This design comes from an exercise in tuning for small area and a short achievable clock period on the open sky130 flow, not from production work. Function was checked by simulation only, so behaviour that the tests miss may differ from the original. No activity file was given, so power comes from the tool's default toggle rates.

Setup of the previous run:
==> flow/design.v (excerpt) <==
module riscv_single_core(clk,rst,imem_addr,imem_rdata,dmem_addr,dmem_wdata,dmem_we,dmem_re,dmem_rdata,overflow,carry,negative,branch);
  input clk,rst;
  output [31:0]imem_addr;
  input  [31:0]imem_rdata;
  output [31:0]dmem_addr,dmem_wdata;
  output dmem_we,dmem_re;
  input  [31:0]dmem_rdata;
  output  overflow,carry,negative,branch;
  wire [31:0] instr = imem_rdata;
  wire [31:0] pc;
  wire [31:0] rd1, rd2, imm, sum, prod, pcplus4, pctarget;
  wire is_r, is_l, is_s, is_b, is_j, alusrc, regwrite;
  wire op_mul, op_and, op_or, op_slt, inv_b;
  wire [31:0] wd;
  control_unit_top ctrl(
    .instr(instr), .is_r(is_r), .is_l(is_l), .is_s(is_s), .is_b(is_b), .is_j(is_j),
    .alusrc(alusrc), .regwrite(regwrite),
    .op_mul(op_mul), .op_and(op_and), .op_or(op_or), .op_slt(op_slt), .inv_b(inv_b));
  extend ext(.instr(instr), .is_s(is_s), .is_j(is_j), .imm(imm));
  registerfile rf(
    .clk(clk), .rst(rst),
    .a1(instr[19:15]), .a2(instr[24:20]), .a3(instr[11:7]),
    .we3(regwrite), .wd3(wd), .rd1(rd1), .rd2(rd2));
  wire [31:0] res_other, wd_other;
  wire neg_other;
  alu alu1(
    .a(rd1), .rd2(rd2), .imm(imm), .alusrc(alusrc), .alusrc_n(~alusrc), .inv_b(inv_b),
    .op_and(op_and), .op_or(op_or), .op_slt(op_slt),
    .sum(sum), .result(res_other),
    .overflow(overflow), .carry(carry), .negative(neg_other));
  mul32lo mul(.a(rd1), .b(rd2), .p(prod));
  assign wd_other = is_l ? dmem_rdata : is_j ? pcplus4 : res_other;
  wire op_mul_n = ~op_mul;
  genvar gi;
  generate
    for (gi = 0; gi < 32; gi = gi + 1) begin : wsel
      late_mux m(.s(op_mul), .sn(op_mul_n), .late(prod[gi]), .early(wd_other[gi]), .y(wd[gi]));
    end
  endgenerate
  late_mux nsel(.s(op_mul), .sn(op_mul_n), .late(prod[31]), .early(neg_other), .y(negative));
  wire pcsrc = (is_b & (rd1 == rd2)) | is_j;
  pc_adder pcadd(.a(pc), .c(pcplus4));
  pctarget pct(.PC(pc), .instr(instr), .is_j(is_j), .Pctarget1(pctarget));
  ...
==> module riscv_single_core, before the edit <==
module riscv_single_core(clk,rst,imem_addr,imem_rdata,dmem_addr,dmem_wdata,dmem_we,dmem_re,dmem_rdata,overflow,carry,negative,branch);
  input clk,rst;
  output [31:0]imem_addr;
  input  [31:0]imem_rdata;
  output [31:0]dmem_addr,dmem_wdata;
  output dmem_we,dmem_re;
  input  [31:0]dmem_rdata;
  output  overflow,carry,negative,branch;
  wire [31:0] instr = imem_rdata;
  wire [31:0] pc;
  wire [31:0] rd1, rd2, imm, sum, prod, pcplus4, pctarget;
  wire is_r, is_l, is_s, is_b, is_j, alusrc, regwrite;
  wire op_mul, op_and, op_or, op_slt, inv_b;
  wire [31:0] wd;
  control_unit_top ctrl(
    .instr(instr), .is_r(is_r), .is_l(is_l), .is_s(is_s), .is_b(is_b), .is_j(is_j),
    .alusrc(alusrc), .regwrite(regwrite),
    .op_mul(op_mul), .op_and(op_and), .op_or(op_or), .op_slt(op_slt), .inv_b(inv_b));
  extend ext(.instr(instr), .is_s(is_s), .is_j(is_j), .imm(imm));
  registerfile rf(
    .clk(clk), .rst(rst),
    .a1(instr[19:15]), .a2(instr[24:20]), .a3(instr[11:7]),
    .we3(regwrite), .wd3(wd), .rd1(rd1), .rd2(rd2));
  wire [31:0] res_other, wd_other;
  wire neg_other;
  alu alu1(
    .a(rd1), .rd2(rd2), .imm(imm), .alusrc(alusrc), .alusrc_n(~alusrc), .inv_b(inv_b),
    .op_and(op_and), .op_or(op_or), .op_slt(op_slt),
    .sum(sum), .result(res_other),
    .overflow(overflow), .carry(carry), .negative(neg_other));
  mul32lo mul(.a(rd1), .b(rd2), .p(prod));
  assign wd_other = is_l ? dmem_rdata : is_j ? pcplus4 : res_other;
  wire op_mul_n = ~op_mul;
  genvar gi;
  generate
    for (gi = 0; gi < 32; gi = gi + 1) begin : wsel
      late_mux m(.s(op_mul), .sn(op_mul_n), .late(prod[gi]), .early(wd_other[gi]), .y(wd[gi]));
    end
  endgenerate
  late_mux nsel(.s(op_mul), .sn(op_mul_n), .late(prod[31]), .early(neg_other), .y(negative));
  wire pcsrc = (is_b & (rd1 == rd2)) | is_j;
  pc_adder pcadd(.a(pc), .c(pcplus4));
  pctarget pct(.PC(pc), .instr(instr), .is_j(is_j), .Pctarget1(pctarget));
  programme_counter pcreg(.clk(clk), .rst(rst), .pc_next(pcsrc ? pctarget : pcplus4), .pc(pc));
  assign imem_addr = pc;
  assign dmem_addr = sum;
  assign dmem_wdata = rd2;
  assign dmem_we = is_s;
  assign dmem_re = is_l;
  assign branch = is_b;
endmodule
==> flow/config.mk <==
export PLATFORM = sky130hd
export DESIGN_NAME = riscv_single_core
export DESIGN_NICKNAME = riscv_single_core
export VERILOG_FILES = /design/flow/design.v
export SDC_FILE = /design/flow/constraint.sdc
export NUM_CORES = 4
export LEC_CHECK = 0
export CAP_MARGIN = 20
export CORE_MARGIN = 2
export CORE_UTILIZATION = 60
export CTS_BUF_LIST = sky130_fd_sc_hd__clkbuf_8
export SETUP_SLACK_MARGIN = 3
export SLEW_MARGIN = 20
export SYNTH_HIERARCHICAL = 1
==> flow/constraint.sdc <==
create_clock -name core_clock -period 17.0 [get_ports {clk}]
set_input_delay 3.4000 -clock core_clock [delete_from_list [all_inputs] [get_ports {clk}]]
set_output_delay 3.4000 -clock core_clock [all_outputs]
set_load 0.01 [all_outputs]
standard.sh (not shown) runs the stock make flow with config.mk's settings and CLKGATE_MAP_FILE= SYNTH_SCRIPT=/design/flow/synth_recipe.tcl, a recipe that flattens the netlist after the stock synthesis.
==> flow/flow/run.sh <==
#!/bin/bash
set -euo pipefail
bash standard.sh MATCH_CELL_FOOTPRINT=0 "BUFFER_PORTS_ARGS=-buffer_cell sky130_fd_sc_hd__buf_2" finish > standard_flow.log 2>&1
The previous run closes out successfully: all stages finished, all timing, DRC and antenna checks passed.
Edits applied to the flow inputs when going from the previous run to the current run:
--- a/flow/design.v
+++ b/flow/design.v
@@ -945,16 +945,22 @@
     for (gi = 0; gi < 32; gi = gi + 1) begin : wsel
       late_mux m(.s(op_mul), .sn(op_mul_n), .late(prod[gi]), .early(wd_other[gi]), .y(wd[gi]));
     end
   endgenerate
   late_mux nsel(.s(op_mul), .sn(op_mul_n), .late(prod[31]), .early(neg_other), .y(negative));
+  wire [31:0] aluresult;
+  generate
+    for (gi = 0; gi < 32; gi = gi + 1) begin : asel
+      late_mux m(.s(op_mul), .sn(op_mul_n), .late(prod[gi]), .early(res_other[gi]), .y(aluresult[gi]));
+    end
+  endgenerate
   wire pcsrc = (is_b & (rd1 == rd2)) | is_j;
   pc_adder pcadd(.a(pc), .c(pcplus4));
   pctarget pct(.PC(pc), .instr(instr), .is_j(is_j), .Pctarget1(pctarget));
   programme_counter pcreg(.clk(clk), .rst(rst), .pc_next(pcsrc ? pctarget : pcplus4), .pc(pc));
   assign imem_addr = pc;
-  assign dmem_addr = sum;
+  assign dmem_addr = aluresult;
   assign dmem_wdata = rd2;
   assign dmem_we = is_s;
   assign dmem_re = is_l;
   assign branch = is_b;
 endmodule
[summary]
The current run went all the way through the flow, and no timing, DRC or antenna check failed. The previous run did not stop at any stage, and its layout met the timing, design-rule and antenna checks. Taking the previous run as the reference, in the current run relative contribution of sequential cells to total power has decreased, worst setup slack has decreased, post-route standard cell area excluding fillers has increased, switching share of total power has remained practically unchanged, non-clock buffer count in the final layout has increased. Re maximum fanout along the worst path: the current run is 2 down on the previous run. Met1 global-route usage | the current run below the previous run. In the tables for the current run and the previous run, multi-input gate share of the layout cell area reads higher with the previous run. Compared with the previous run, in the current run via count of the first global-routing pass rose about 1.2%, clock buffer count rose 7, total buffers and inverters traversed by the critical path fell 2, share of the clock period used by the worst path after layout rose 1.2 points, power share of the clock group rose 0.7 points.

-- separate check: timing with driven ports --
The results above use ideal ports. As a check the final layouts listed here were re-extracted and re-timed, cells and wires unchanged.
Step 1: set_driving_cell puts a clkbuf_16 on clk and a buf_2 on each other input, an assumption about the parent block.
Step 2 moves the port delays by t, midway between the first and last clock arrival at a register: inputs arrive t later, outputs are due t later. That takes back most of the time a late clock gives input paths.
Slacks: ideal / step 1 / step 2; pairs: ideal / step 1.
run | shift t [ns] | setup WS [ns] | worst slew at a driven data input, ns
the previous run | 0.947 | 3.011 / 2.965 / 2.965 | 0.19
the current run | 0.952 | 2.810 / 2.664 / 2.664 | 0.17
After both steps setup and hold are still met in every run listed. For the current run, which loses most, drivers alone change the setup slack by -0.146 ns; drivers and shift together by -0.146 ns.
